This design comes from an exercise in tuning for small area and a short achievable clock period on the open sky130 flow, not from production work. Function was checked by simulation only, so behaviour that the tests miss may differ from the original. Power is estimated from default activity; no workload was simulated.

## flow/design.v (module list and top-level ports; edited modules follow where they fit)
// module alu: 1077 lines
module alu # ( parameter WIDTH = 16, CMD_WIDTH = 4 ) (
	input clk, rst,
	input CE,
	input CIN,
	input mode,
	input [1:0] INP_INVALID,
	input [ CMD_WIDTH-1 :0] CMD,
	input [ WIDTH-1 :0] opa,
	input [ WIDTH-1 :0] opb,
	output reg ERR, OFLOW, g , l, e, cout,
	output reg [ 2 * WIDTH :0] RES
);
  // ...
==> flow/flow/run.sh <==
#!/bin/bash
# The standard layout (the standard.sh, all of its steps), with two changes:
#  - synthesis: Yosys's synth command also gets -noabc, so its quick generic
#    ABC pass does not rewrite the full adders before extract_fa maps them (that
#    pass leaves an inverter between most pairs of adder cells).  The rest of
#    the synthesis script is synth_recipe.tcl unchanged (-nofsm -noshare,
#    flatten, renames), and ORFS's own ABC mapping still runs afterwards.
#  - placement: buffer_ports uses sky130_fd_sc_hd__buf_1 for the port buffers
#    instead of the delay cell it picks by default; every input and output port
#    still gets its own buffer.
# The make output is kept in standard.log.
set -euo pipefail
{
  echo 'proc synth {args} { yosys synth -nofsm -noshare -noabc {*}$args }'
  tail -n +2 synth_recipe.tcl
} > synth_noabc.tcl
bash standard.sh SYNTH_SCRIPT="$PWD/synth_noabc.tcl" \
  BUFFER_PORTS_ARGS="-buffer_cell sky130_fd_sc_hd__buf_1" finish > standard.log 2>&1
==> flow/standard.sh <==
#!/bin/bash
# synth_recipe.tcl (not shown) runs the flow's synth.tcl, then flattens the netlist and writes it again
# the make line also repeats each setting of config.mk as NAME=value (left out here)
make -C /OpenROAD-flow-scripts/flow DESIGN_CONFIG=/design/flow/config.mk WORK_HOME=/design/flow/orfs CLKGATE_MAP_FILE= SYNTH_SCRIPT=/design/flow/synth_recipe.tcl "${@:-finish}"
==> flow/config.mk <==
export PLATFORM = sky130hd
export DESIGN_NAME = alu
export DESIGN_NICKNAME = alu
export VERILOG_FILES = /design/flow/design.v
export SDC_FILE = /design/flow/constraint.sdc
export NUM_CORES = 4
export LEC_CHECK = 0
export ABC_AREA = 1
export CAP_MARGIN = 20
export CORE_MARGIN = 2
export CORE_UTILIZATION = 40
export SETUP_SLACK_MARGIN = 1.2
export SLEW_MARGIN = 20
==> flow/constraint.sdc <==
create_clock -name core_clock -period 9.0 [get_ports {clk}]
set_input_delay 1.8000 -clock core_clock [delete_from_list [all_inputs] [get_ports {clk}]]
set_output_delay 1.8000 -clock core_clock [all_outputs]
set_load 0.01 [all_outputs]
==> summary.md, run 1 <==
| Metric | Value |
|---|---|
| CLK BUF | `5` |
| Fin nets | `1,998` |
| Lkg Pwr | `0.00749 uW` |
| Vias in the first global route | `11,900` |
| Vias | `11,700` |
| Seq power | `202 uW` |
| Ys async rst share | `100%` |
| Post-DP Area | `0.0127 mm2` |
| Clock-pin slew on the worst setup and hold paths | `0.06 ns` |
| Final Instance Area | `0.0140 mm2` |
| CTS buffer count | `5` |
| Final hold violation count | `0` |
| Clock network power | `210 uW` |
| Crit path max-delay family | `adder cells` |
| Synth Area in Adders | `45.3%` |
| GR Util met3 | `3.18%` |
| Multi-input logic area | `0.0106 mm2` |
| Crit path largest cell delay | `0.61 ns` |
| Seq/total area | `6.97%` |
| Post-Synthesis Cell Area | `0.0119 mm2` |
| # port buffers | `81` |
| Status | `complete, no violations` |
| Startpoint of the worst hold path | `e$_DFFE_PP0P_` |
| Initial antenna violation count | `0` |
| Multi-input logic cell count | `1,310` |
| Sequential cell count | `39` |
| Setup TNS | `0 ns` |
| Gr busiest metal | `met2` |
| Synth top area share | `38.8%` |
| Max Root-Sink Buffers | `2` |
| Dominant cells by area after synthesis | `fa_1 (39%), nor2_1 (12%), nand2_1 (8.3%)` |
| Clock Root Buffer | `clkbuf_16` |
| Synthesized Nets | `1,874` |
| Crit path from | `CMD[0]` |
| Maximum VDD drop | `0.0754 mV` |
| Crit path max fanout | `8` |
| DR WL/cell | `20.8 um` |
| Tap Count | `390` |
| Total die area | `0.0312 mm2` |
==> inputs of run 2 (changes only) <==
--- a/flow/config.mk
+++ b/flow/config.mk
@@ -12,2 +12,3 @@
 export SETUP_SLACK_MARGIN = 1.2
 export SLEW_MARGIN = 20
+export TNS_END_PERCENT = 0
==> run 2 against run 1 <==
  * Global-route usage unchanged
  * Flip-flop and latch count is the same
  * Sequential share of layout area is essentially flat
  * Critical path depth is 1 higher
  * Synthesized cell count unchanged
  * Largest power group unchanged
  * Highest routed layer unchanged
==> summary.md, run 2 <==
| Metric | Value |
|---|---|
| Final Non-Filler Cells | `2,054` |
| Max Root-Sink Buffers | `2 (unchanged)` |
| Layout area overhead | `17.4%` |
| Top cells by count, synth | `nor2_1 (396), nand2_1 (263), fa_1 (231)` |
| Top reg by flops | `RES` |
| DRC errors left | `0` |
| Min Hold Slack | `0.496 ns` |
| First-pass GRT wire length | `66,300 um` |
| Pins over their slew limit | `0` |
| First-pass detailed-route iteration total | `5` |
| Unrepaired setup endpoints after global routing | `true` |
| Crit path largest cell delay | `0.61 ns (about the same)` |
| Most common cell after layout, fill and taps aside | `nor2_1` |
| Ys async rst share | `100% (unchanged)` |
| Worst-skew pair later-pin latency | `0.28 ns` |
| Hold Crit Class | `reg -> reg` |
| Dominant cells by area after synthesis | `fa_1 (39%), nor2_1 (12%), nand2_1 (8.3%)` |
| Clock tree from TritonCTS | `done` |
| Synth Area in Compound Gates | `9.99%` |
| Total die area | `0.0312 mm2 (unchanged)` |
| GRT Residual Overflow | `0` |
| Lkg Pwr | `0.00749 uW (about the same)` |
| Vias | `11,600 (-0.53%)` |
| Comb pwr share | `46.0%` |
| Crit path from | `CMD[3]` |
| CP Launch Type | `input pin` |
| Synthesized Nets | `1,874 (unchanged)` |
| Synth top area share | `38.8% (unchanged)` |
| Mapped Avg Cell Area | `7.75 um2` |
| Sequential share of power | `26.5%` |
| Switching power | `322 uW` |
| Post-layout min period | `7.61 ns` |
| Maximum number of pins on one net before global-route repair | `52` |
| Crit path max-delay family | `adder cells` |
| Clock Root Buffer | `clkbuf_16` |
| # port buffers | `81 (unchanged)` |
| IO Count | `82` |
| DP HPWL | `32,500 um` |
| Setup TNS | `0 ns (unchanged)` |
| Critical Path End | `RES[24]$_DFFE_PP0P_` |
| Setup Skew | `0 ns` |
| Layout cells sized above 1 | `15.2%` |
| Clock Power Share | `27.5%` |
| R2R depth | `2` |
| FF+latch count, synth | `39` |
| CP Capture Type | `flop` |
| Row Count | `63` |
| Vias in the first global route | `11,900 (unchanged)` |
| Int Power | `438 uW` |
| Cell taking the most area after synthesis | `fa_1` |
| Clock sinks | `39` |
| Most frequent cells in the layout | `nor2_1 (381), nand2_1 (246), fa_1 (225)` |
| WP data required | `9.17 ns` |
| Final hold violation count | `0 (unchanged)` |
| Endpoints failing setup | `0` |
| Max-Slew Margin vs Limit | `38.7%` |
| Fin nets | `1,998 (unchanged)` |
| Syn. warnings | `1` |
| Initial drt markers | `959` |
| CTS buffer count | `5 (unchanged)` |
| Arr. time, crit path | `7.78 ns` |
| Multiplexer share of the synthesized area | `0%` |
| WL final | `42,700 um` |
| Post-Synthesis Cell Area | `0.0119 mm2 (unchanged)` |
| Clock-pin slew on the worst setup and hold paths | `0.06 ns (about the same)` |
| Total design power | `760 uW` |
| GRT Total Usage | `27.6%` |
| Post-Synth Simple-Gate Area | `27.8%` |
| Most frequent CP cell | `nand2_2` |
| Largest register FFs | `33` |
| Seq/Total Area, Yosys | `8.19%` |
| Maximum VDD drop | `0.0753 mV (about the same)` |
| Most frequent cell after synthesis | `nor2_1` |
| Slowest cell on crit path | `fa_2` |
| Cell count after synthesis | `1,538` |
| Gp weighted congestion | `0.964` |
| Core footprint | `0.0295 mm2` |
| Netlist cell types | `52` |
| Critical path depth in cells | `31` |
| Placed instance count | `1,990` |
| Status | `complete, no violations` |
| Max-cap viol count | `0` |
| Synth Area in Adders | `45.3% (unchanged)` |
| Cell Pwr Density | `54.3 mW/mm2` |
| Actual slew at the worst max-slew pin | `0.917 ns` |
| Buffers & Inverters on Critical Path | `6` |
| Max frequency | `131 MHz` |
| Final period util | `84.5%` |
| Crit path max fanout | `8 (unchanged)` |
| Sw Share | `42.3%` |
| FF-to-FF setup slack | `8.29 ns` |
| Largest family of logic cells by synthesized area | `adder cells` |
| Post-DP Area | `0.0127 mm2 (unchanged)` |
| Post-synthesis xor/xnor area fraction | `1.40%` |
| Worst reg2reg path endpoint | `RES[6]$_DFFE_PP0P_` |
| Final Instance Area | `0.0140 mm2 (about the same)` |
| H-tree levels | `2` |
| Final ANT Viol Nets | `0` |
| DR vias/cell | `5.66` |
| Worst r2r src | `RES[6]$_DFFE_PP0P_` |
| Initial antenna violation count | `0 (unchanged)` |
| Setup CP Type | `in -> reg` |
| Die W | `177 um` |
| DR WL/cell | `20.8 um (about the same)` |
| Top FF cell, synth | `dfrtp_1` |
| DIE HEIGHT | `177 um` |
| Initial Util | `40.4%` |
| EDFF count, synth | `0` |
==> run 2: repair_timing <==
item | 4_1_cts | 5_1_grt
hold buffers | 0 | 0
pin swaps | 9 | 33
cloned | 1 | 1
setup endpoints to repair | 33 | 33
endpoints found under the hold margin | 0 | 0
resized for setup | 49 | 124
buffers inserted | 24 | 29
==> run 2: worst register-to-register path: cells and delay by family (launching register included) <==
| kind | cells | cell delay (ns) |
|---|---|---|
| AOI/OAI and AO/OA | 1 | 0.05 |
| DFF | 1 | 0.41 |
| and+or+nand+nor | 1 | 0.10 |
==> run 2: layout make-up <==
class	instances	area (um2)
clock inverters	3	46.3
repair inverters	1	11.3
multi-input cells	1310	10600
well taps	390	488
inverters	126	499
fillers	2927	15500
repair buffers	179	1240
diodes	1	2.50
clock buffers	5	125
flip-flops and latches	39	976
==> run 2: kinds of logic (layout without fill, tap and decap cells) <==
group,after synthesis,count (layout)
compound gates,196,196
xor+xnor,19,19
fa+ha+maj,293,293
buf+inv,189,314
flops,39,39
other cells,0,1
simple gates,802,802
==> run 2: worst min path at each step <==
stage / start / to / depth (start not counted)
global route: e$_DFFE_PP0P_ / e$_DFFE_PP0P_ / 2
global placement: g$_DFFE_PP0P_ / g$_DFFE_PP0P_ / 2
detailed placement: e$_DFFE_PP0P_ / e$_DFFE_PP0P_ / 2
CTS: e$_DFFE_PP0P_ / e$_DFFE_PP0P_ / 2
floorplan: g$_DFFE_PP0P_ / g$_DFFE_PP0P_ / 2
finish: e$_DFFE_PP0P_ / e$_DFFE_PP0P_ / 2
==> run 2: per-stage QoR <==
step	util, %	setup WS [ns]
after global routing	47.5	1.19
after floorplan	-	1.20
after detailed placement	43.2	0.329
after global placement	43.2	0.381
final	47.5	1.39
after CTS	45.1	1.21
==> run 2: per-layer routing <==
layer	vias up	wire, um	track usage (%)
li1	5148	-	-
met2	542	20900	47.4
met1	5802	16900	36.0
met5	-	0	0
met4	0	1940	10.1
met3	125	2880	3.18
==> run 2: power by group through the flow <==
stage	registers (uW)	logic (uW)	clock network, uW
6_report	202	349	209
5_1_grt	203	379	216
4_1_cts	202	318	210
3_5_place_dp	205	304	0
3_3_place_gp	205	303	0
2_1_floorplan	208	186	0
==> inputs of run 3 (changes only) <==
--- a/flow/config.mk
+++ b/flow/config.mk
@@ -10,5 +10,4 @@
 export CORE_MARGIN = 2
 export CORE_UTILIZATION = 40
-export SETUP_SLACK_MARGIN = 1.2
+export SETUP_SLACK_MARGIN = 0.6
 export SLEW_MARGIN = 20
-export TNS_END_PERCENT = 0
==> run 3 against run 2 <==
  * Still clean on timing, DRC and antenna
  * Count of clock-buffer cells in the layout stayed put
  * Synthesized area is the same
  * Flip-flop and latch count stayed put
  * Maximum frequency is 5.1% lower
  * Power down 6.8%
  * Synthesized cell count stayed put
  * Worst hold slack worse by 0.0018 ns
  * Critical path depth is 1 lower
  * Largest cell class unchanged
  * Highest routed layer is now met5
==> summary.md, run 3 <==
| Metric | Value |
|---|---|
| Status | `complete, no violations` |
| First-pass GRT wire length | `65,500 um (-1.2%)` |
| GRT Residual Overflow | `0 (unchanged)` |
| DIE HEIGHT | `177 um (unchanged)` |
| Largest register FFs | `33 (unchanged)` |
| Multi-input logic area | `0.0101 mm2 (-4.7%)` |
| Synthesized Nets | `1,874 (unchanged)` |
| Arr. time, crit path | `8.18 ns (+0.40 ns)` |
| Syn. warnings | `1 (unchanged)` |
| Cell count after synthesis | `1,538 (unchanged)` |
| Ys async rst share | `100% (unchanged)` |
| Post-Synthesis Cell Area | `0.0119 mm2 (unchanged)` |
| Worst-skew pair later-pin latency | `0.28 ns (about the same)` |
| Core footprint | `0.0295 mm2 (unchanged)` |
| Synth top area share | `38.8% (unchanged)` |
| Min Hold Slack | `0.495 ns (-0.00179 ns)` |
| Die W | `177 um (unchanged)` |
| Total die area | `0.0312 mm2 (unchanged)` |
| Layout cells sized above 1 | `7.72% (-7.4 points)` |
| Fin nets | `1,954 (-2.2%)` |
| Most frequent cells in the layout | `nor2_1 (395), nand2_1 (263), fa_1 (230)` |
| DR WL/cell | `20.8 um (about the same)` |
| Max-cap viol count | `0 (unchanged)` |
| First-pass detailed-route iteration total | `5 (unchanged)` |
| Setup TNS | `0 ns (unchanged)` |
| Layout filler cell count | `3,024 (+3.3%)` |
| Cell Pwr Density | `54.7 mW/mm2 (+0.69%)` |
| Vias | `11,300 (-3.0%)` |
| WP data required | `9.17 ns (about the same)` |
| Dominant cells by area after synthesis | `fa_1 (39%), nor2_1 (12%), nand2_1 (8.3%)` |
| Crit path max fanout | `16 (+8)` |
| # port buffers | `81 (unchanged)` |
| Post-layout min period | `8.02 ns (+0.407 ns)` |
| Final hold violation count | `0 (unchanged)` |
| Setup bufs post-CTS | `0 (-100%)` |
| Seq/Total Area, Yosys | `8.19% (unchanged)` |
| Netlist cell types | `52 (unchanged)` |
| CP Capture Type | `flop` |
| Mapped Avg Cell Area | `7.75 um2 (unchanged)` |
| Final period util | `89.1% (+4.5 points)` |
| Actual slew at the worst max-slew pin | `0.863 ns (-0.0535 ns)` |
| Startpoint of the worst hold path | `e$_DFFE_PP0P_` |
| Initial antenna violation count | `2 (+2)` |
| Maximum number of pins on one net before global-route repair | `52 (unchanged)` |
| Gp weighted congestion | `0.963 (about the same)` |
| Crit path largest cell delay | `0.63 ns (+0.02 ns)` |
| Wire length on met2 | `20,200 um (-3.4%)` |
| DR top layer | `met5` |
| Row Count | `63 (unchanged)` |
| CTS buffer count | `5 (unchanged)` |
| Vias in the first global route | `11,500 (-3.9%)` |
| Final Instance Area | `0.0129 mm2 (-7.5%)` |
| Setup Skew | `0 ns (unchanged)` |
| Maximum VDD drop | `0.0787 mV (+4.5%)` |
| Worst r2r src | `RES[6]$_DFFE_PP0P_` |
| Endpoints failing setup | `0 (unchanged)` |
| Initial Util | `40.4% (unchanged)` |
| Metal-1 WL | `17,100 um (+0.70%)` |
| EDFF count, synth | `0 (unchanged)` |
| Most common cell after layout, fill and taps aside | `nor2_1` |
| Max frequency | `125 MHz (-5.1%)` |
| Slowest cell on crit path | `fa_1` |
| Register area | `976 um2 (unchanged)` |
| Clock tree from TritonCTS | `done` |
| WL final | `41,800 um (-2.1%)` |
| Total design power | `708 uW (-6.8%)` |
| Post-DP Area | `0.0127 mm2 (about the same)` |
| Hold Crit Class | `reg -> reg` |
| Top FF cell, synth | `dfrtp_1` |
| Final ANT Viol Nets | `0 (unchanged)` |
| Most frequent CP cell | `nand2_1` |
| Crit path from | `mode` |
| Layout area overhead | `8.64%` |
| Top reg by flops | `RES` |
| Max Root-Sink Buffers | `2 (unchanged)` |
| DR vias/cell | `5.60 (-0.92%)` |
| Top cells by count, synth | `nor2_1 (396), nand2_1 (263), fa_1 (231)` |
| Initial drt markers | `1,008 (+5.1%)` |
| FF+latch count, synth | `39 (unchanged)` |
| H-tree levels | `2 (unchanged)` |
| Met3 WL post-DR | `2710 um (-5.8%)` |
| Cell taking the most area after synthesis | `fa_1` |
| Unrepaired setup endpoints after global routing | `false` |
| Clock sinks | `39 (unchanged)` |
| Lkg Pwr | `0.00712 uW (-4.9%)` |
| CP Launch Type | `input pin` |
| Most frequent cell after synthesis | `nor2_1` |
| Pins over their slew limit | `0 (unchanged)` |
| Max-Slew Margin vs Limit | `42.2% (+3.6 points)` |
| DP HPWL | `33,800 um (+3.7%)` |
| DRC errors left | `0 (unchanged)` |
| Clock Root Buffer | `clkbuf_16` |
| Setup CP Type | `in -> reg` |
| IO Count | `82 (unchanged)` |
| GRT Total Usage | `27.5% (-0.098 points)` |
| Clock-pin slew on the worst setup and hold paths | `0.06 ns (about the same)` |
run 3: cell counts after synthesis:
Identical to the previous run, type by type.
run 3: path summary, 6_finish.rpt:
| kind | end | slack (ns) | cells after the start |
|---|---|---|---|
| worst max-delay path | RES[22]$_DFFE_PP0P_ | 0.98 | 30 |
| worst min-delay path | e$_DFFE_PP0P_ | 0.49 | 2 |
| worst max register to register | RES[6]$_DFFE_PP0P_ | 8.30 | 2 |
| worst min register to register | e$_DFFE_PP0P_ | 0.49 | 2 |
| max in group asynchronous | RES[0]$_DFFE_PP0P_ | 7.05 | 3 |
| min in group asynchronous | RES[31]$_DFFE_PP0P_ | 1.60 | 3 |
run 3: worst max-delay path, delay by kind of cell:
kind | cells | cell delay (ns)
adder cells (fa/ha/maj) | 7 | 3.37
buffers and inverters | 7 | 1.40
AND/OR/NAND/NOR | 13 | 1.28
AO/OA/AOI/OAI | 3 | 0.28
run 3: layout make-up:
cell class | count | area share, %
Tap cell | 390 | 3.77
Clock buffer | 5 | 0.966
Sequential cell | 39 | 7.54
Multi-Input combinational cell | 1310 | 78.0
Antenna cell | 1 | 0.0193
Inverter | 126 | 3.71
Clock inverter | 3 | 0.338
Timing Repair Buffer | 136 | 5.64
run 3: per-layer routing:
metal / GRT usage [%] / up-vias
li1: - / 5057
met1: 36.1 / 5640
met2: 46.4 / 459
met3: 3.65 / 105
met4: 10.3 / 2
met5: 0 / -
run 3: cell families (layout without fill, tap and decap cells):
| group | count (synthesis) | count (layout) | share of synthesized area, % |
|---|---|---|---|
| compound gates | 196 | 196 | 9.99 |
| flops | 39 | 39 | 8.19 |
| simple gates | 802 | 802 | 27.8 |
| buf+inv | 189 | 270 | 7.29 |
| xor+xnor | 19 | 19 | 1.40 |
| fa+ha+maj | 293 | 293 | 45.3 |
| other cells | 0 | 1 | 0 |
run 3: stage by stage:
| stage | utilization (%) | instances | worst slack, ns |
|---|---|---|---|
| 5_1_grt | 43.9 | 2009 | 0.616 |
| 4_1_cts | 43.8 | 2009 | 0.734 |
| 2_1_floorplan | - | 1538 | 1.02 |
| 3_5_place_dp | 43.2 | 2001 | 0.453 |
| 6_report | 43.9 | 2010 | 0.985 |
| 3_3_place_gp | 43.2 | 2001 | 0.452 |
run 3: power breakdown:
part | switching, uW | internal, uW
registers | 10.5 | 190
clock network | 69.2 | 131
logic | 214 | 93.7
total | 293 | 415
run 3: what timing repair did:
item,4_1_cts,5_1_grt
resized for setup,0,14
hold buffers,0,0
endpoints found under the setup margin,0,27
==> inputs of run 4 (changes only) <==
--- a/flow/config.mk
+++ b/flow/config.mk
@@ -10,4 +10,4 @@
 export CORE_MARGIN = 2
 export CORE_UTILIZATION = 40
-export SETUP_SLACK_MARGIN = 0.6
+export SETUP_SLACK_MARGIN = 0.7
 export SLEW_MARGIN = 20
==> run 4 against run 3 <==
  * Clock power is essentially flat
  * First-iteration DRC count grew 4.7%
  * Clock skew is the same
  * Sequential share of layout area is essentially flat
  * Worst hold slack lost 0.0012 ns
  * Synthesized area is the same
  * Synthesized cell count is the same
  * Cell count is the same
  * Setup slack gained 0.061 ns
  * Maximum frequency grew 0.76%
  * Routed wire length is essentially flat
  * Non-clock buffer count is the same
==> summary.md, run 4 <==
| Metric | Value |
|---|---|
| Initial drt markers | `1,055 (+4.7%)` |
| DP HPWL | `33,800 um (unchanged)` |
| Seq/Total Area, Yosys | `8.19% (unchanged)` |
| Most common cell after layout, fill and taps aside | `nor2_1` |
| DRC errors left | `0 (unchanged)` |
| Top FF cell, synth | `dfrtp_1` |
| Mapped Avg Cell Area | `7.75 um2 (unchanged)` |
| Synth Area in Compound Gates | `9.99% (unchanged)` |
| Largest family of logic cells by synthesized area | `adder cells` |
| Top cells by count, synth | `nor2_1 (396), nand2_1 (263), fa_1 (231)` |
| Final hold violation count | `0 (unchanged)` |
| DIE HEIGHT | `177 um (unchanged)` |
| Vias in the first global route | `11,500 (unchanged)` |
| Setup CP Type | `in -> reg` |
| First-pass GRT wire length | `65,500 um (unchanged)` |
| Setup Skew | `0 ns (unchanged)` |
| Vias | `11,200 (-0.61%)` |
| Lkg Pwr | `0.00713 uW (about the same)` |
| Arr. time, crit path | `8.12 ns (-0.06 ns)` |
| Post-synthesis xor/xnor area fraction | `1.40% (unchanged)` |
| Maximum number of pins on one net before global-route repair | `52 (unchanged)` |
| Total design power | `708 uW (about the same)` |
| Cell Pwr Density | `54.6 mW/mm2 (-0.16%)` |
| Hold buffer count at cts | `0 (unchanged)` |
| Most frequent cell after synthesis | `nor2_1` |
| CP Capture Type | `flop` |
| Pins over their slew limit | `0 (unchanged)` |
| Synthesized Nets | `1,874 (unchanged)` |
| Fin nets | `1,954 (unchanged)` |
| Core footprint | `0.0295 mm2 (unchanged)` |
| Endpoints failing setup | `0 (unchanged)` |
| Clock tree from TritonCTS | `done` |
| Gp weighted congestion | `0.963 (unchanged)` |
| Core Util, Final | `44.0% (+0.047 points)` |
| Maximum VDD drop | `0.0788 mV (+0.11%)` |
| Clock Root Buffer | `clkbuf_16` |
| DR WL/cell | `20.8 um (about the same)` |
| Ys async rst share | `100% (unchanged)` |
| Post-Synth Simple-Gate Area | `27.8% (unchanged)` |
| Worst Slack Setup Final | `1.05 ns (+0.0606 ns)` |
| Die W | `177 um (unchanged)` |
| Post-Synthesis Cell Area | `0.0119 mm2 (unchanged)` |
| Cell taking the most area after synthesis | `fa_1` |
| Most frequent CP cell | `nand2_1` |
| Row Count | `63 (unchanged)` |
| Multiplexer share of the synthesized area | `0% (unchanged)` |
| Dominant cells by area after synthesis | `fa_1 (39%), nor2_1 (12%), nand2_1 (8.3%)` |
| H-tree levels | `2 (unchanged)` |
| Placement Setup Slack | `0.453 ns (unchanged)` |
| Max-Slew Margin vs Limit | `41.8% (-0.44 points)` |
| Layout cells sized above 1 | `8.03% (+0.31 points)` |
| Hold Crit Class | `reg -> reg` |
| CTS buffer count | `5 (unchanged)` |
| Cell count after synthesis | `1,538 (unchanged)` |
| CP Launch Type | `input pin` |
| FF+latch count, synth | `39 (unchanged)` |
| Final ANT Viol Nets | `0 (unchanged)` |
| Max frequency | `126 MHz (+0.76%)` |
| Top reg by flops | `RES` |
| IO Count | `82 (unchanged)` |
| WL final | `41,800 um (about the same)` |
| WP data required | `9.17 ns (about the same)` |
| GRT Total Usage | `27.5% (unchanged)` |
| Crit path max fanout | `16 (unchanged)` |
| Total die area | `0.0312 mm2 (unchanged)` |
| Unrepaired setup endpoints after global routing | `false` |
| Largest register FFs | `33 (unchanged)` |
| Slowest cell on crit path | `fa_2` |
| Status | `complete, no violations` |
| Register area | `976 um2 (unchanged)` |
| Syn. warnings | `1 (unchanged)` |
| Min Hold Slack | `0.493 ns (-0.00117 ns)` |
| Synth top area share | `38.8% (unchanged)` |
| Crit path largest cell delay | `0.60 ns (-0.03 ns)` |
| DR vias/cell | `5.57 (-0.61%)` |
| Clock-pin slew on the worst setup and hold paths | `0.06 ns (about the same)` |
| Clock sinks | `39 (unchanged)` |
| # port buffers | `81 (unchanged)` |
| Multi-input logic area | `0.0101 mm2 (about the same)` |
| GRT Residual Overflow | `0 (unchanged)` |
| Worst-skew pair later-pin latency | `0.28 ns (about the same)` |
| Max-cap viol count | `0 (unchanged)` |
| Final period util | `88.4% (-0.67 points)` |
| EDFF count, synth | `0 (unchanged)` |
| Layout filler cell count | `3,022 (-0.066%)` |
| Layout area overhead | `8.76%` |
| Synth Area in Adders | `45.3% (unchanged)` |
| Actual slew at the worst max-slew pin | `0.870 ns (+0.00662 ns)` |
| Post-layout min period | `7.95 ns (-0.0606 ns)` |
| Setup TNS | `0 ns (unchanged)` |
| Max Root-Sink Buffers | `2 (unchanged)` |
| First-pass detailed-route iteration total | `5 (unchanged)` |
| Most frequent cells in the layout | `nor2_1 (394), nand2_1 (262), fa_1 (230)` |
| Netlist cell types | `52 (unchanged)` |
| Initial antenna violation count | `2 (unchanged)` |
| Initial Util | `40.4% (unchanged)` |
[run 4: cell counts after synthesis]
No cell type changed its count.
[run 4: routing by layer]
metal,share of wire (%),GRT usage [%],wire [um]
met5,0.019,0,8
met4,4.2,10.3,1760
met2,48,46.4,20200
met3,6.5,3.65,2720
met1,41,36.1,17100
[run 4: path summary, 6_finish.rpt]
path                       depth (start not counted)                   to  slack [ns]                from
min reg2reg                                        2        e$_DFFE_PP0P_        0.49       e$_DFFE_PP0P_
max reg2reg                                        2   RES[6]$_DFFE_PP0P_        8.30  RES[6]$_DFFE_PP0P_
min                                                2        e$_DFFE_PP0P_        0.49       e$_DFFE_PP0P_
max in group asynchronous                          3   RES[0]$_DFFE_PP0P_        7.05                 rst
min in group asynchronous                          3  RES[31]$_DFFE_PP0P_        1.60                 rst
max                                               31  RES[22]$_DFFE_PP0P_        1.05              CMD[0]
[run 4: metrics by stage]
step                      cell area, um2  cells
after floorplan                    11900   1538
after global placement             12700   2001
after detailed placement           12700   2001
after CTS                          12900   2009
after global routing               13000   2009
final                              13000   2010
[run 4: where the power goes]
part / internal [uW] / switching, uW
Sequential: 190 / 10.5
Combinational: 93.9 / 213
Clock: 131 / 69.0
Total: 415 / 293
[run 4: repair_timing]
item,in CTS,in global routing
gates resized for setup,0,21
buffers inserted,0,0
endpoints found under the setup margin,0,33
[run 4: cells by family after synthesis]
family,after synthesis
and+or+nand+nor,802
buffers and inverters,189
xor gates and xnor gates,19
AOI/OAI and AO/OA,196
adders and majority gates,293
DFF,39
[run 4: layout make-up]
class / instances / share of cell area (%)
Sequential cell: 39 / 7.53
Tap cell: 390 / 3.76
Multi-Input combinational cell: 1310 / 78.0
Timing Repair Buffer: 136 / 5.68
Clock buffer: 5 / 0.965
Clock inverter: 3 / 0.338
Inverter: 126 / 3.71
Antenna cell: 1 / 0.0193
[run 4: critical path: cells and delay by family]
kind | cells | cell delay (ns)
buffers and inverters | 6 | 0.77
AOI/OAI and AO/OA | 3 | 0.35
and+or+nand+nor | 14 | 1.36
adders and majority gates | 8 | 3.80
==> inputs of run 5 (changes only) <==
--- a/flow/config.mk
+++ b/flow/config.mk
@@ -9,5 +9,5 @@
 export CAP_MARGIN = 20
 export CORE_MARGIN = 2
-export CORE_UTILIZATION = 40
+export CORE_UTILIZATION = 30
 export SETUP_SLACK_MARGIN = 0.7
 export SLEW_MARGIN = 20
==> run 5 against run 4 <==
  * Setup slack got worse by 0.060 ns
  * Synthesized cell count unchanged
  * First-iteration DRC count decreased by 0.28%
  * Critical endpoint is now RES[26]$_DFFE_PP0P_
  * Largest cell class unchanged
==> summary.md, run 5 <==
| Metric | Value |
|---|---|
| Status | `complete, no violations` |
| CTS buffer count | `5 (unchanged)` |
| Vias | `11,300 (+0.84%)` |
| Final Non-Filler Cells | `2,147 (+6.8%)` |
| Row Count | `73 (+16%)` |
| FF+latch count, synth | `39 (unchanged)` |
| Cell taking the most area after synthesis | `fa_1` |
| Endpoints failing setup | `0 (unchanged)` |
| Clock Power Share | `28.9% (+0.7 points)` |
| DP HPWL | `34,200 um (+1.2%)` |
| Switching power | `306 uW (+4.6%)` |
| Most frequent CP cell | `fa_1` |
| Ys async rst share | `100% (unchanged)` |
| Setup TNS | `0 ns (unchanged)` |
| Unrepaired setup endpoints after global routing | `false` |
| Crit path max fanout | `16 (unchanged)` |
| Final hold violation count | `0 (unchanged)` |
| Total die area | `0.0413 mm2 (+33%)` |
| Wire length on met2 | `20,400 um (+0.94%)` |
| Actual slew at the worst max-slew pin | `1.02 ns (+0.155 ns)` |
| Syn. warnings | `1 (unchanged)` |
| Initial Util | `30.2% (-10 points)` |
| Layout area overhead | `10.9%` |
| Initial antenna violation count | `2 (unchanged)` |
| Netlist cell types | `52 (unchanged)` |
| IO Count | `82 (unchanged)` |
| H-tree levels | `2 (unchanged)` |
| Most common cell after layout, fill and taps aside | `nor2_1` |
| Min Hold Slack | `0.485 ns (-0.00796 ns)` |
| Max-cap viol count | `0 (unchanged)` |
| Post-Synth Simple-Gate Area | `27.8% (unchanged)` |
| Mapped Avg Cell Area | `7.75 um2 (unchanged)` |
| Final Instance Area | `0.0132 mm2 (+2.0%)` |
| Setup CP Type | `in -> reg` |
| Layout cells sized above 1 | `8.38% (+0.36 points)` |
| Cell count after synthesis | `1,538 (unchanged)` |
| Setup Skew | `0 ns (unchanged)` |
| Maximum number of pins on one net before global-route repair | `52 (unchanged)` |
| # port buffers | `81 (unchanged)` |
| Sw Share | `42.3% (+0.95 points)` |
| Largest family of logic cells by synthesized area | `adder cells` |
| Synth Area in Compound Gates | `9.99% (unchanged)` |
| Vias in the first global route | `11,500 (+0.62%)` |
| Synthesized Nets | `1,874 (unchanged)` |
| Maximum VDD drop | `0.0827 mV (+5.0%)` |
| WP data required | `9.18 ns (about the same)` |
| Clock Root Buffer | `clkbuf_16` |
| DR top layer | `met5` |
| Crit path largest cell delay | `0.61 ns (about the same)` |
| CP Capture Type | `flop` |
| Core footprint | `0.0395 mm2 (+34%)` |
| Synth Area in Adders | `45.3% (unchanged)` |
| First-pass GRT wire length | `67,600 um (+3.3%)` |
| Slowest cell on crit path | `fa_2` |
| GRT Residual Overflow | `0 (unchanged)` |
| Clock tree from TritonCTS | `done` |
| Seq/Total Area, Yosys | `8.19% (unchanged)` |
| Max Root-Sink Buffers | `2 (unchanged)` |
| Top reg by flops | `RES` |
| Most frequent cells in the layout | `nor2_1 (394), nand2_1 (263), fa_1 (230)` |
| DIE HEIGHT | `203 um (+15%)` |
| Post-synthesis xor/xnor area fraction | `1.40% (unchanged)` |
| Gp weighted congestion | `0.960 (-0.31%)` |
| Die W | `203 um (+15%)` |
| Sequential share of power | `27.7% (-0.7 points)` |
| EDFF count, synth | `0 (unchanged)` |
| # diodes | `0 (-1)` |
| Int Power | `417 uW (+0.59%)` |
| Placement Setup Slack | `0.382 ns (-0.0707 ns)` |
| Most frequent cell after synthesis | `nor2_1` |
| Clock-pin slew on the worst setup and hold paths | `0.06 ns (about the same)` |
| Worst Slack Setup Final | `0.986 ns (-0.0597 ns)` |
| GRT Total Usage | `21.3% (-6.2 points)` |
| Max frequency | `125 MHz (-0.74%)` |
| Final period util | `89.0% (+0.66 points)` |
| Layout filler cell count | `4,262 (+41%)` |
| Arr. time, crit path | `8.19 ns (+0.07 ns)` |
| Top cells by count, synth | `nor2_1 (396), nand2_1 (263), fa_1 (231)` |
| Pins over their slew limit | `0 (unchanged)` |
| WL final | `43,400 um (+3.8%)` |
| Lkg Pwr | `0.00717 uW (+0.62%)` |
| DR WL/cell | `20.2 um (-2.8%)` |
| DRC errors left | `0 (unchanged)` |
| Fin nets | `1,957 (+0.15%)` |
| Clock sinks | `39 (unchanged)` |
| Max-Slew Margin vs Limit | `31.4% (-10 points)` |
| Final ANT Viol Nets | `0 (unchanged)` |
| Placed instance count | `2,132 (+6.5%)` |
| CP Launch Type | `input pin` |
| Post-Synthesis Cell Area | `0.0119 mm2 (unchanged)` |
| Multiplexer share of the synthesized area | `0% (unchanged)` |
| First-pass detailed-route iteration total | `6 (+1)` |
| Metal-1 WL | `18,200 um (+6.8%)` |
| Hold Crit Class | `reg -> reg` |
| Cell Pwr Density | `54.7 mW/mm2 (+0.25%)` |
| Post-DP Area | `0.0129 mm2 (+1.2%)` |
| Post-layout min period | `8.01 ns (+0.0597 ns)` |
| Largest register FFs | `33 (unchanged)` |
| Top FF cell, synth | `dfrtp_1` |
| Comb pwr share | `43.4% (about the same)` |
| Dominant cells by area after synthesis | `fa_1 (39%), nor2_1 (12%), nand2_1 (8.3%)` |
| Met3 WL post-DR | `3500 um (+29%)` |
| Initial drt markers | `1,052 (-0.28%)` |
| Worst-skew pair later-pin latency | `0.29 ns (about the same)` |
| Synth top area share | `38.8% (unchanged)` |
| DR vias/cell | `5.26 (-5.6%)` |
run 5: changes by cell type in the layout (fill, tap and decap cells not counted), sizes merged:
cell / delta
clkinv: -1
diode: -1
clkbuf: +3
clkinvlp: +1
run 5: metal layers:
metal / track usage (%) / up-vias
met2: 34.8 / 528
li1: - / 5058
met5: 0 / -
met1: 29.1 / 5622
met3: 3.90 / 76
met4: 5.68 / 4
run 5: power by group through the flow:
stage	Clock, uW	Sequential [uW]	Combinational (uW)
after floorplan	0	208	182
after global placement	0	204	302
after detailed placement	0	204	304
after CTS	216	201	306
after global routing	224	203	344
final	209	201	314
run 5: final timing paths:
kind	from	end	slack, ns	cells after the start
max	mode	RES[26]$_DFFE_PP0P_	0.99	29
min	g$_DFFE_PP0P_	g$_DFFE_PP0P_	0.49	2
max reg2reg	RES[5]$_DFFE_PP0P_	RES[5]$_DFFE_PP0P_	8.29	2
min reg2reg	g$_DFFE_PP0P_	g$_DFFE_PP0P_	0.49	2
max in group asynchronous	rst	RES[22]$_DFFE_PP0P_	7.02	3
min in group asynchronous	rst	RES[31]$_DFFE_PP0P_	1.60	3
run 5: repair_timing:
item | 4_1_cts | 5_1_grt
buffers inserted | 0 | 6
gates resized for setup | 1 | 30
hold buffers | 0 | 0
setup endpoints to repair | 2 | 32
pin swaps | 0 | 4
run 5: worst max-delay path: cells and delay by family:
kind,cells,cell delay [ns]
buf+inv,6,0.81
fa+ha+maj,8,3.84
compound gates,2,0.22
simple gates,12,1.29
xor+xnor,1,0.21
run 5: kinds of logic (layout without fill, tap and decap cells):
group           after synthesis  after routing
buf+inv                     189            273
xor+xnor                     19             19
fa+ha+maj                   293            293
flops                        39             39
simple gates                802            802
compound gates              196            196
run 5: layout make-up:
cell class	count	area (um2)	area share, %
multi-input combinational	1310	10100	76.8
sequential	39	976	7.38
timing repair buffer	139	782	5.92
tap	525	657	4.97
inverter	126	487	3.68
clock buffer	5	125	0.946
clock inverter	3	43.8	0.331
run 5: metrics by stage:
stage / total power, uW / utilization, %
2_1_floorplan: 391 / -
3_3_place_gp: 506 / 32.7
3_5_place_dp: 508 / 32.7
4_1_cts: 723 / 33.1
5_1_grt: 771 / 33.5
6_report: 724 / 33.5
==> inputs of run 6 (changes only) <==
--- a/flow/config.mk
+++ b/flow/config.mk
@@ -9,5 +9,6 @@
 export CAP_MARGIN = 20
 export CORE_MARGIN = 2
-export CORE_UTILIZATION = 30
-export SETUP_SLACK_MARGIN = 0.7
+export CORE_UTILIZATION = 55
+export PLACE_DENSITY = 0.7
+export SETUP_SLACK_MARGIN = 0.8
 export SLEW_MARGIN = 20
==> run 6 against run 5 <==
  * Global-route usage up 15 points
  * Maximum frequency up 0.85%
  * Clock skew unchanged
  * Still clean
  * Highest routed layer unchanged
  * Clock power about the same
  * Cell area down 0.56%
  * Flip-flop and latch count unchanged
  * Non-clock buffer count up 10
==> summary.md, run 6 <==
| Metric | Value |
|---|---|
| Status | `complete, no violations` |
| Seq/Total Area, Yosys | `8.19% (unchanged)` |
| Largest register FFs | `33 (unchanged)` |
| Final Instance Area | `0.0131 mm2 (-0.56%)` |
| DR vias/cell | `5.97 (+14%)` |
| DR top layer | `met5` |
| Ys async rst share | `100% (unchanged)` |
| Layout area overhead | `10.3%` |
| Final hold violation count | `0 (unchanged)` |
| GRT Residual Overflow | `0 (unchanged)` |
| Total die area | `0.0229 mm2 (-45%)` |
| Worst reg2reg path endpoint | `RES[6]$_DFFE_PP0P_` |
| Unrepaired setup endpoints after global routing | `false` |
| Clock Power Share | `28.9% (about the same)` |
| # diodes | `0 (unchanged)` |
| Top FF cell, synth | `dfrtp_1` |
| Die W | `151 um (-26%)` |
| Core Util, Final | `62.1% (+29 points)` |
| Vias in the first global route | `11,400 (-1.5%)` |
| Worst r2r src | `RES[6]$_DFFE_PP0P_` |
| IO Count | `82 (unchanged)` |
| Startpoint of the worst hold path | `e$_DFFE_PP0P_` |
| Fin nets | `1,968 (+0.56%)` |
| Maximum VDD drop | `0.108 mV (+30%)` |
| Synthesized Nets | `1,874 (unchanged)` |
| Sequential share of power | `27.3% (-0.4 points)` |
| Sw Share | `41.2% (-1.2 points)` |
| Buffers & Inverters on Critical Path | `5 (-1)` |
| Top cells by count, synth | `nor2_1 (396), nand2_1 (263), fa_1 (231)` |
| Clock-pin slew on the worst setup and hold paths | `0.06 ns (about the same)` |
| Top reg by flops | `RES` |
| Pins over their slew limit | `0 (unchanged)` |
| First-pass detailed-route iteration total | `6 (unchanged)` |
| Max-cap viol count | `0 (unchanged)` |
| Met3 WL post-DR | `3360 um (-3.9%)` |
| Switching power | `303 uW (-1.3%)` |
| Endpoints failing setup | `0 (unchanged)` |
| Most frequent cell after synthesis | `nor2_1` |
| Crit path max fanout | `8 (-8)` |
| GRT Total Usage | `35.9% (+15 points)` |
| Total design power | `735 uW (+1.5%)` |
| Vias | `11,400 (+0.93%)` |
| Dominant cells by area after synthesis | `fa_1 (39%), nor2_1 (12%), nand2_1 (8.3%)` |
| Row Count | `53 (-27%)` |
| Post-Synthesis Cell Area | `0.0119 mm2 (unchanged)` |
| Initial Util | `56.3% (+26 points)` |
| Layout cells sized above 1 | `10.6% (+2.2 points)` |
| Gp weighted congestion | `1.02 (+5.9%)` |
| CTS buffer count | `5 (unchanged)` |
| Cell taking the most area after synthesis | `fa_1` |
| Core footprint | `0.0212 mm2 (-46%)` |
| Initial antenna violation count | `1 (-1)` |
| Post-layout min period | `7.95 ns (-0.0673 ns)` |
| DR WL/cell | `21.1 um (+4.7%)` |
| Syn. warnings | `1 (unchanged)` |
| Min-Delay Endpoint | `e$_DFFE_PP0P_` |
| Synth top area share | `38.8% (unchanged)` |
| Actual slew at the worst max-slew pin | `1.06 ns (+0.0374 ns)` |
| Most frequent cells in the layout | `nor2_1 (389), nand2_1 (256), fa_1 (230)` |
| Netlist cell types | `52 (unchanged)` |
| CP Capture Type | `flop` |
| Worst-skew pair later-pin latency | `0.28 ns (about the same)` |
| Final period util | `88.3% (-0.75 points)` |
| Max frequency | `126 MHz (+0.85%)` |
| H-tree levels | `2 (unchanged)` |
| Max-Slew Margin vs Limit | `29.2% (-2.2 points)` |
| Cell count after synthesis | `1,538 (unchanged)` |
| # port buffers | `81 (unchanged)` |
| Lkg Pwr | `0.00722 uW (+0.75%)` |
| Metal-1 WL | `15,300 um (-16%)` |
| R2R depth | `2 (unchanged)` |
| Int Power | `432 uW (+3.6%)` |
| Clock Root Buffer | `clkbuf_16` |
| FF+latch count, synth | `39 (unchanged)` |
| CP Launch Type | `input pin` |
| Initial drt markers | `1,069 (+1.6%)` |
| Max Root-Sink Buffers | `2 (unchanged)` |
| Crit path max-delay family | `adder cells` |
| WL final | `40,300 um (-7.0%)` |
| DP HPWL | `31,300 um (-8.3%)` |
| FF-to-FF setup slack | `8.29 ns (about the same)` |
| DRC errors left | `0 (unchanged)` |
| First-pass GRT wire length | `62,000 um (-8.3%)` |
| Hold buffer count at cts | `0 (unchanged)` |
| Setup TNS | `0 ns (unchanged)` |
| Hold Crit Class | `reg -> reg` |
| EDFF count, synth | `0 (unchanged)` |
| Comb pwr share | `43.8% (+0.4 points)` |
| DIE HEIGHT | `151 um (-26%)` |
| Cell Pwr Density | `55.9 mW/mm2 (+2.1%)` |
| Post-DP Area | `0.0125 mm2 (-2.8%)` |
| Final ANT Viol Nets | `0 (unchanged)` |
| Wire length on met2 | `19,800 um (-2.7%)` |
| Hold Path Cell Cnt | `2 (unchanged)` |
| Most frequent CP cell | `fa_1` |
| Clock sinks | `39 (unchanged)` |
| Arr. time, crit path | `8.16 ns (-0.03 ns)` |
| Crit path largest cell delay | `0.66 ns (+0.05 ns)` |
| Setup Skew | `0 ns (unchanged)` |
| Most common cell after layout, fill and taps aside | `nor2_1` |
| Maximum number of pins on one net before global-route repair | `52 (unchanged)` |
| Setup CP Type | `in -> reg` |
| WP data required | `9.21 ns (+0.03 ns)` |
| Slowest cell on crit path | `fa_2` |
| Mapped Avg Cell Area | `7.75 um2 (unchanged)` |
| Clock tree from TritonCTS | `done` |
[run 6: cell counts after synthesis]
Identical to the previous run, type by type.
[run 6: how the worst max path moves through the flow]
stage,start,endpoint,cells after the start
after global routing,CMD[1],RES[23]$_DFFE_PP0P_,28
after floorplan,CMD[3],RES[19]$_DFFE_PP0P_,32
after CTS,CMD[1],RES[23]$_DFFE_PP0P_,31
after detailed placement,opb[2],RES[23]$_DFFE_PP0P_,27
final,CMD[3],RES[23]$_DFFE_PP0P_,28
after global placement,opb[2],RES[22]$_DFFE_PP0P_,27
[run 6: stage by stage]
| stage | hold slack [ns] | cells | setup WS [ns] |
|---|---|---|---|
| after floorplan | 0.515 | 1538 | 1.02 |
| after global placement | 0.465 | 1877 | 0.344 |
| after detailed placement | 0.481 | 1877 | 0.293 |
| after CTS | 0.498 | 1885 | 0.820 |
| after global routing | 0.534 | 1908 | 0.781 |
| final | 0.496 | 1908 | 1.05 |
[run 6: logic make-up after synthesis]
| group | Yosys count | synth area share (%) |
|---|---|---|
| adders and majority gates | 293 | 45.3 |
| and+or+nand+nor | 802 | 27.8 |
| DFF | 39 | 8.19 |
| AOI/OAI and AO/OA | 196 | 9.99 |
| xor gates and xnor gates | 19 | 1.40 |
| buffers and inverters | 189 | 7.29 |
[run 6: layout make-up]
cell class                 instances  area, um2
clock buffer                       6        139
clock inverter                     2       38.8
fill                            1997       8010
inverter                         126        498
multi-input combinational       1310      10300
sequential                        39        976
tap                              275        344
timing repair buffer             149        872
timing repair inverter             1       8.76
[run 6: tightest hold or removal path: cells and delay by family, from the launching register on]
kind / cells / cell delay [ns]
and+or+nand+nor: 2 / 0.12
DFF: 1 / 0.34
[run 6: metal layers]
layer	GRT usage, %	vias to the layer above
met2	60.2	601
met5	0	-
met4	14.1	2
li1	-	5083
met1	47.4	5589
met3	4.94	118
[run 6: what timing repair did]
action | 4_1_cts | 5_1_grt
setup endpoints to repair | 22 | 33
pin swaps | 0 | 7
resized for setup | 13 | 57
hold endpoints to repair | 0 | 0
cloned | 0 | 1
buffers inserted | 0 | 22
[run 6: power groups by stage]
stage / registers [uW] / clock network (uW) / logic [uW]
floorplan: 208 / 0 / 182
global placement: 204 / 0 / 294
detailed placement: 204 / 0 / 296
CTS: 201 / 213 / 299
global route: 202 / 222 / 349
finish: 201 / 212 / 322
==> inputs of run 7 (changes only) <==
==> flow/config.mk (replaced) <==
export PLATFORM = sky130hd
export DESIGN_NAME = alu
export DESIGN_NICKNAME = alu
export VERILOG_FILES = /design/flow/design.v
export SDC_FILE = /design/flow/constraint.sdc
export NUM_CORES = 4
export LEC_CHECK = 0
export CAP_MARGIN = 20
export CORE_MARGIN = 2
export CORE_UTILIZATION = 40
export CTS_BUF_LIST = sky130_fd_sc_hd__clkbuf_8 sky130_fd_sc_hd__clkbuf_16
export CTS_CLUSTER_DIAMETER = 300
export CTS_CLUSTER_SIZE = 50
export GPL_TIMING_DRIVEN = 0
export SLEW_MARGIN = 20
==> run 7 against run 6 <==
  * Still clean
  * Cell count fell by 11%
  * Synthesized area fell by 5.0%
  * Die area grew 30%
  * Via count fell by 11%
==> summary.md, run 7 <==
| Metric | Value |
|---|---|
| Status | `complete, no violations` |
| Layout area overhead | `15.0%` |
| Total design power | `704 uW (-4.3%)` |
| Max Root-Sink Buffers | `2 (unchanged)` |
| Worst reg2reg path endpoint | `RES[15]$_DFFE_PP0P_` |
| Cell Pwr Density | `54.0 mW/mm2 (-3.4%)` |
| DR top layer | `met4` |
| Vias | `10,200 (-11%)` |
| Die W | `172 um (+14%)` |
| CTS buffer count | `5 (unchanged)` |
| Worst-skew pair later-pin latency | `0.28 ns (about the same)` |
| # diodes | `0 (unchanged)` |
| GRT Total Usage | `29.0% (-6.9 points)` |
| Most frequent cell after synthesis | `nor2_1` |
| CP Capture Type | `flop` |
| Int Power | `406 uW (-6.1%)` |
| CP Launch Type | `input pin` |
| Hold Crit Class | `reg -> reg` |
| Initial Util | `40.6% (-16 points)` |
| Mapped Avg Cell Area | `9.39 um2 (+21%)` |
| Layout filler cell count | `2,679 (+34%)` |
| Core footprint | `0.0279 mm2 (+32%)` |
| Post-Synthesis Cell Area | `0.0113 mm2 (-5.0%)` |
| # port buffers | `78 (-3.7%)` |
| R2R depth | `3 (+1)` |
| Maximum number of pins on one net before global-route repair | `33 (-37%)` |
| Worst r2r src | `RES[15]$_DFFE_PP0P_` |
| Clock-pin slew on the worst setup and hold paths | `0.06 ns (about the same)` |
| DRC errors left | `0 (unchanged)` |
| DR WL/cell | `24.5 um (+16%)` |
| Switching power | `298 uW (-1.6%)` |
| Min-Delay Endpoint | `l$_DFFE_PP0P_` |
| Metal-1 WL | `17,000 um (+11%)` |
| Clock Root Buffer | `clkbuf_16` |
| Min Hold Slack | `0.486 ns (-0.00992 ns)` |
| FF-to-FF setup slack | `7.91 ns (-0.38 ns)` |
| Final hold violation count | `0 (unchanged)` |
| Layout cells sized above 1 | `13.3% (+2.7 points)` |
| Sequential share of power | `28.1% (+0.8 points)` |
| Total die area | `0.0297 mm2 (+30%)` |
| Initial drt markers | `1,052 (-1.6%)` |
| Maximum VDD drop | `0.0714 mV (-34%)` |
| Max-cap viol count | `0 (unchanged)` |
| Fin nets | `1,651 (-16%)` |
| Dominant cells by area after synthesis | `fa_1 (41%), nor2_1 (11%), dfrtp_1 (8.6%)` |
| Sw Share | `42.3% (+1.1 points)` |
| Actual slew at the worst max-slew pin | `1.06 ns (-0.00307 ns)` |
| Final period util | `97.9% (+9.6 points)` |
| Wire length on met2 | `19,400 um (-2.4%)` |
| Clock sinks | `39 (unchanged)` |
| Clock tree from TritonCTS | `done` |
| Vias in the first global route | `10,800 (-5.1%)` |
| Synthesized Nets | `1,541 (-18%)` |
| Syn. warnings | `1 (unchanged)` |
| Multi-input logic area | `0.0104 mm2 (+1.5%)` |
| WP data required | `9.15 ns (-0.06 ns)` |
| Cell taking the most area after synthesis | `fa_1` |
| DR vias/cell | `6.01 (+0.69%)` |
| Max-Slew Margin vs Limit | `28.8% (-0.34 points)` |
| Hold Path Cell Cnt | `1 (-1)` |
| Setup CP Type | `in -> reg` |
| Top FF cell, synth | `dfrtp_1` |
| Post-layout min period | `8.81 ns (+0.867 ns)` |
| Pins over their slew limit | `0 (unchanged)` |
| Setup Skew | `0 ns (unchanged)` |
| DIE HEIGHT | `172 um (+14%)` |
| Crit path max fanout | `10 (+2)` |
| Comb pwr share | `46.6% (+2.8 points)` |
| Largest register FFs | `33 (unchanged)` |
| Row Count | `61 (+15%)` |
| Clock Power Share | `25.3% (-3.6 points)` |
| Final ANT Viol Nets | `0 (unchanged)` |
| Endpoints failing setup | `0 (unchanged)` |
| FF+latch count, synth | `39 (unchanged)` |
| Arr. time, crit path | `8.97 ns (+0.81 ns)` |
| WL final | `41,600 um (+3.0%)` |
| Lkg Pwr | `0.00634 uW (-12%)` |
| Netlist cell types | `75 (+44%)` |
| Seq/Total Area, Yosys | `8.62% (+0.43 points)` |
| GRT Residual Overflow | `0 (unchanged)` |
| Top cells by count, synth | `nor2_1 (321), fa_1 (231), nand2_1 (63)` |
| DP HPWL | `33,500 um (+6.8%)` |
| Initial antenna violation count | `0 (-1)` |
| Top reg by flops | `RES` |
| Startpoint of the worst hold path | `l$_DFFE_PP0P_` |
| Max frequency | `113 MHz (-9.8%)` |
| Gp weighted congestion | `0.993 (-2.3%)` |
| Met3 WL post-DR | `3680 um (+9.5%)` |
| Register area | `976 um2 (unchanged)` |
| IO Count | `82 (unchanged)` |
| Cell count after synthesis | `1,205 (-22%)` |
| First-pass GRT wire length | `63,600 um (+2.7%)` |
| H-tree levels | `2 (unchanged)` |
| Ys async rst share | `100% (unchanged)` |
| EDFF count, synth | `0 (unchanged)` |
| Most common cell after layout, fill and taps aside | `nor2_1` |
| Synth top area share | `40.9% (+2.1 points)` |
| First-pass detailed-route iteration total | `5 (-1)` |
| Most frequent cells in the layout | `nor2_1 (320), fa_1 (230), buf_1 (78)` |
==> run 7: changes by cell type after synthesis, moves of 21 or more <==
cell	change
clkbuf_1	+49
nand3_1	-68
nor2_1	-75
nand2_1	-200
mux2i_1	+21
inv_1	-106
a21oi_1	-22
xnor2_1	+26
==> run 7: timing repair <==
| item | 4_1_cts | 5_1_grt |
|---|---|---|
| gates cloned | 0 | 1 |
| pin swaps | 3 | 10 |
| setup buffers | 6 | 18 |
| resized for setup | 82 | 72 |
| setup endpoints to repair | 38 | 36 |
| hold buffers | 0 | 0 |
==> run 7: per-stage QoR <==
step	setup WS, ns	std cells	util [%]	setup TNS (ns)	area [um2]
final	0.185	1694	46.7	0	13000
after global routing	-0.0143	1694	46.7	-0.0257	13000
after CTS	0.00631	1676	45.4	0	12600
after detailed placement	-1.91	1663	43.5	-50.48	12100
after global placement	-1.84	1661	43.4	-50.25	12100
after floorplan	0.193	1205	-	0	11300
==> run 7: cells by family (layout without fill, tap and decap cells) <==
group | Yosys count | count (layout) | synth area share, %
xor gates and xnor gates | 35 | 35 | 2.77
AOI/OAI and AO/OA | 228 | 228 | 14.6
and+or+nand+nor | 481 | 481 | 18.2
buffers and inverters | 93 | 204 | 3.37
adders and majority gates | 293 | 293 | 47.7
muxes | 36 | 36 | 4.74
DFF | 39 | 39 | 8.62
==> run 7: how the worst max path moves through the flow <==
stage | start | endpoint | slack, ns
finish | CMD[0] | RES[22]$_DFFE_PP0P_ | 0.19
global route | CMD[2] | RES[27]$_DFFE_PP0P_ | -0.01
CTS | CMD[0] | RES[22]$_DFFE_PP0P_ | 0.006
detailed placement | mode | RES[22]$_DFFE_PP0P_ | -1.91
global placement | mode | RES[22]$_DFFE_PP0P_ | -1.84
floorplan | CMD[2] | RES[22]$_DFFE_PP0P_ | 0.19
==> run 7: area by class of cell <==
cell class | count | area share [%]
clock inverters | 3 | 0.183
well taps | 378 | 3.63
multi-input cells | 1073 | 80.1
plain buffers | 76 | 3.16
repair buffers | 105 | 4.07
flip-flops and latches | 39 | 7.49
inverters | 15 | 0.432
clock buffers | 5 | 0.961
==> run 7: power by group through the flow <==
stage	Clock [uW]	Sequential [uW]	Combinational (uW)
floorplan	0	205	172
global placement	0	201	289
detailed placement	0	201	291
CTS	181	198	310
global route	189	199	348
finish	178	198	328
==> run 7: critical path: stages <==
cell	delay [ns]
buf_1	0.18
buf_4	0.23
and3b_1	0.20
o211a_1	0.26
a311o_2	0.42
o21bai_4	0.25
buf_4	0.23
a22o_1	0.27
fa_1	0.53
fa_1	0.51
fa_1	0.40
fa_1	0.54
fa_1	0.45
ha_4	0.34
nand2_1	0.10
a211oi_2	0.23
a21oi_1	0.14
o21a_1	0.23
o21ai_2	0.19
fa_2	0.55
xnor2_4	0.26
o221ai_4	0.19
buf_6	0.22
nor3_2	0.17
a211oi_2	0.05
==> run 7: per-layer routing <==
layer / GRT usage (%) / up-vias
met2: 45.8 / 513
met4: 10.8 / 0
met5: 0 / -
met3: 6.80 / 99
met1: 38.9 / 5201
li1: - / 4372
==> inputs of run 8 (changes only) <==
--- a/flow/flow/run.sh
+++ b/flow/flow/run.sh
@@ -6,5 +6,5 @@
 #    the synthesis script is synth_recipe.tcl unchanged (-nofsm -noshare,
 #    flatten, renames), and ORFS's own ABC mapping still runs afterwards.
-#  - placement: buffer_ports uses sky130_fd_sc_hd__buf_1 for the port buffers
+#  - placement: buffer_ports uses sky130_fd_sc_hd__buf_2 for the port buffers
 #    instead of the delay cell it picks by default; every input and output port
 #    still gets its own buffer.
@@ -16,3 +16,3 @@
 } > synth_noabc.tcl
 bash standard.sh SYNTH_SCRIPT="$PWD/synth_noabc.tcl" \
-  BUFFER_PORTS_ARGS="-buffer_cell sky130_fd_sc_hd__buf_1" finish > standard.log 2>&1
+  BUFFER_PORTS_ARGS="-buffer_cell sky130_fd_sc_hd__buf_2" finish > standard.log 2>&1
==> flow/config.mk (replaced) <==
export PLATFORM = sky130hd
export DESIGN_NAME = alu
export DESIGN_NICKNAME = alu
export VERILOG_FILES = /design/flow/design.v
export SDC_FILE = /design/flow/constraint.sdc
export NUM_CORES = 4
export LEC_CHECK = 0
export ABC_AREA = 1
export CAP_MARGIN = 20
export CORE_MARGIN = 2
export CORE_UTILIZATION = 40
export SETUP_SLACK_MARGIN = 0.7
export SLEW_MARGIN = 20
==> run 8 against run 7 <==
  * Still clean on timing, DRC and antenna
  * Critical path depth up 1
  * Flip-flop and latch count unchanged
  * Cell count up 18%
  * Maximum frequency up 9.8%
  * Clock skew unchanged
  * Utilization down 2.5 points
  * Via count up 11%
  * Routed wire length down 0.88%
  * Highest routed layer unchanged
==> summary.md, run 8 <==
| Metric | Value |
|---|---|
| Top cells by count, synth | `nor2_1 (396), nand2_1 (263), fa_1 (231)` |
| Synth top area share | `38.8% (-2.1 points)` |
| Total die area | `0.0312 mm2 (+5.2%)` |
| Worst Slack Setup Final | `0.970 ns (+0.785 ns)` |
| WL final | `41,200 um (-0.88%)` |
| Largest register FFs | `33 (unchanged)` |
| Top FF cell, synth | `dfrtp_1` |
| First-pass GRT wire length | `64,400 um (+1.2%)` |
| Cell taking the most area after synthesis | `fa_1` |
| Pins over their slew limit | `0 (unchanged)` |
| First-pass detailed-route iteration total | `6 (+1)` |
| Cell count after synthesis | `1,538 (+28%)` |
| DIE HEIGHT | `177 um (+2.5%)` |
| Ys async rst share | `100% (unchanged)` |
| DR vias/cell | `5.64 (-6.3%)` |
| # port buffers | `81 (+3.8%)` |
| Status | `complete, no violations` |
| Post-layout min period | `8.03 ns (-0.785 ns)` |
| Top reg by flops | `RES` |
| Initial Util | `40.4% (-0.21 points)` |
| DP HPWL | `32,400 um (-3.3%)` |
| EDFF count, synth | `0 (unchanged)` |
| Clock Root Buffer | `clkbuf_16` |
| Setup Skew | `0 ns (unchanged)` |
| Row Count | `63 (+3.3%)` |
| Int Power | `422 uW (+4.0%)` |
| Arr. time, crit path | `8.24 ns (-0.73 ns)` |
| FF+latch count, synth | `39 (unchanged)` |
| Seq/Total Area, Yosys | `8.19% (-0.43 points)` |
| Final ANT Viol Nets | `0 (unchanged)` |
| Max Root-Sink Buffers | `2 (unchanged)` |
| Initial drt markers | `1,203 (+14%)` |
| Syn. warnings | `1 (unchanged)` |
| Most frequent CP cell | `fa_1` |
| Layout area overhead | `9.39%` |
| CP Capture Type | `flop` |
| Dominant cells by area after synthesis | `fa_1 (39%), nor2_1 (12%), nand2_1 (8.3%)` |
| Final hold violation count | `0 (unchanged)` |
| Maximum number of pins on one net before global-route repair | `52 (+58%)` |
| Vias in the first global route | `11,700 (+8.2%)` |
| Cell Pwr Density | `55.3 mW/mm2 (+2.3%)` |
| Netlist cell types | `52 (-31%)` |
| Final period util | `89.2% (-8.7 points)` |
| Initial antenna violation count | `1 (+1)` |
| Layout cells sized above 1 | `12.2% (-1.1 points)` |
| Unrepaired setup endpoints after global routing | `true` |
| Clock Power Share | `28.4% (+3.1 points)` |
| Clock tree from TritonCTS | `done` |
| Max-cap viol count | `0 (unchanged)` |
| Sw Share | `41.5% (-0.85 points)` |
| Clock-pin slew on the worst setup and hold paths | `0.06 ns (about the same)` |
| Die W | `177 um (+2.5%)` |
| CTS buffer count | `5 (unchanged)` |
| Sequential share of power | `27.9% (-0.2 points)` |
| Post-Synthesis Cell Area | `0.0119 mm2 (+5.3%)` |
| Fin nets | `1,944 (+18%)` |
| Worst-skew pair later-pin latency | `0.28 ns (about the same)` |
| GRT Total Usage | `26.9% (-2.1 points)` |
| Buffers & Inverters on Critical Path | `4 (unchanged)` |
| Lkg Pwr | `0.00732 uW (+15%)` |
| Placement Setup Slack | `0.612 ns (+2.52 ns)` |
| Most frequent cells in the layout | `nor2_1 (395), nand2_1 (263), fa_1 (230)` |
| GRT Residual Overflow | `0 (unchanged)` |
| Max-Slew Margin vs Limit | `36.0% (+7.1 points)` |
| Crit path max-delay family | `adder cells` |
| Crit path max fanout | `15 (+5)` |
| Synthesized Nets | `1,874 (+22%)` |
| Final Instance Area | `0.0130 mm2 (+0.11%)` |
| Most frequent cell after synthesis | `nor2_1` |
| WP data required | `9.21 ns (+0.06 ns)` |
| Actual slew at the worst max-slew pin | `0.960 ns (-0.0990 ns)` |
| Total design power | `721 uW (+2.4%)` |
| H-tree levels | `2 (unchanged)` |
| Post-DP Area | `0.0128 mm2 (+5.2%)` |
| Crit path largest cell delay | `0.60 ns (+0.05 ns)` |
| Core footprint | `0.0295 mm2 (+5.8%)` |
| Switching power | `299 uW (+0.37%)` |
| Mapped Avg Cell Area | `7.75 um2 (-18%)` |
| Layout filler cell count | `3,067 (+14%)` |
| Vias | `11,300 (+11%)` |
| Slowest cell on crit path | `fa_2` |
| Endpoints failing setup | `0 (unchanged)` |
| Setup TNS | `0 ns (unchanged)` |
| Hold Crit Class | `reg -> reg` |
| CP Launch Type | `input pin` |
| Comb pwr share | `43.7% (-2.9 points)` |
| Maximum VDD drop | `0.0742 mV (+3.8%)` |
| Gp weighted congestion | `0.966 (-2.8%)` |
| Clock sinks | `39 (unchanged)` |
| Max frequency | `125 MHz (+9.8%)` |
| IO Count | `82 (unchanged)` |
| Setup CP Type | `in -> reg` |
| DR WL/cell | `20.6 um (-16%)` |
| DRC errors left | `0 (unchanged)` |
| Most common cell after layout, fill and taps aside | `nor2_1` |
[run 8: metal layers]
| metal | global-route usage, % | vias to the layer above | part of all wire, % |
|---|---|---|---|
| met1 | 35.8 | 5594 | 41 |
| met2 | 45.3 | 537 | 48 |
| met5 | 0 | - | 0 |
| met3 | 3.33 | 113 | 7.6 |
| met4 | 9.37 | 0 | 3.6 |
| li1 | - | 5026 | - |
[run 8: logic make-up after synthesis]
group / count (synthesis) / synth area share [%]
xor+xnor: 19 / 1.40
compound gates: 196 / 9.99
buf+inv: 189 / 7.29
fa+ha+maj: 293 / 45.3
flops: 39 / 8.19
simple gates: 802 / 27.8
[run 8: tightest hold or removal path: stages (launching register included)]
cell and delay, ns:
dfrtp_1 0.35, nand2_1 0.05, nand2_1 0.05
[run 8: worst paths after layout]
| check | from | to | slack (ns) | depth (start not counted) |
|---|---|---|---|---|
| worst min-delay path | e$_DFFE_PP0P_ | e$_DFFE_PP0P_ | 0.49 | 2 |
| worst max register to register | RES[5]$_DFFE_PP0P_ | RES[5]$_DFFE_PP0P_ | 8.30 | 2 |
| worst max-delay path | opb[3] | RES[27]$_DFFE_PP0P_ | 0.97 | 26 |
| max in group asynchronous | rst | RES[12]$_DFFE_PP0P_ | 7.03 | 3 |
| worst min register to register | e$_DFFE_PP0P_ | e$_DFFE_PP0P_ | 0.49 | 2 |
| min in group asynchronous | rst | RES[29]$_DFFE_PP0P_ | 1.62 | 3 |
[run 8: what timing repair did]
item                       4_1_cts  5_1_grt
resized for setup                0       22
hold buffers                     0        0
setup endpoints to repair        0       22
buffers inserted                 0        1
[run 8: area by class of cell]
| class | count | area (um2) | area share, % |
|---|---|---|---|
| diodes | 1 | 2.50 | 0.0192 |
| multi-input cells | 1310 | 10200 | 77.9 |
| repair buffers | 126 | 754 | 5.79 |
| inverters | 126 | 492 | 3.77 |
| well taps | 390 | 488 | 3.74 |
| clock buffers | 5 | 125 | 0.960 |
| clock inverters | 3 | 46.3 | 0.355 |
| flip-flops and latches | 39 | 976 | 7.49 |
[run 8: stage by stage]
stage / std cells / utilization [%] / hold slack (ns)
after floorplan: 1538 / - / 0.515
after global routing: 2000 / 44.2 / 0.520
final: 2000 / 44.2 / 0.490
after detailed placement: 1990 / 43.3 / 0.477
after global placement: 1990 / 43.3 / 0.470
after CTS: 1998 / 43.8 / 0.493
[run 8: power by group through the flow]
stage | registers (uW) | clock network [uW] | logic (uW)
6_report | 201 | 204 | 315
5_1_grt | 202 | 215 | 344
4_1_cts | 201 | 208 | 307
3_5_place_dp | 204 | 0 | 305
3_3_place_gp | 204 | 0 | 303
2_1_floorplan | 208 | 0 | 182

## re-timing with driven ports
How much do the figures lean on ideal ports? The routed layouts below were timed once more, with nothing changed but the port constraints. Step 1 sets driving cells, clkbuf_16 on the clock port and buf_2 on the other inputs (assumed; they add their load-dependent delay and slew). Step 2 times the ports against the registers' clock, not the clock port: input delays grow and output delays shrink by t, the midpoint of the rising clock arrivals with the driver on. Slacks: no drivers / after step 1 / after step 2; pairs: no drivers / after step 1.
run | t (ns) | slack for setup (ns) | worst slew at a driven data input, ns
run 1 | 0.312 | 1.384 / 1.356 / 1.044 | 0.07
run 2 | 0.312 | 1.392 / 1.356 / 1.044 | 0.08
run 3 | 0.310 | 0.985 / 0.994 / 0.684 | 0.08
run 4 | 0.309 | 1.045 / 1.055 / 0.745 | 0.08
run 5 | 0.328 | 0.986 / 0.998 / 0.671 | 0.05
run 6 | 0.307 | 1.053 / 1.056 / 0.749 | 0.06
run 7 | 0.314 | 0.185 / 0.192 / -0.122 | 0.06
run 8 | 0.312 | 0.970 / 0.974 / 0.662 | 0.07
Met with ideal ports but missed after step 2: setup timing in run 7. For run 2, which loses most, drivers alone change the setup slack by -0.036 ns; drivers and shift together by -0.348 ns.
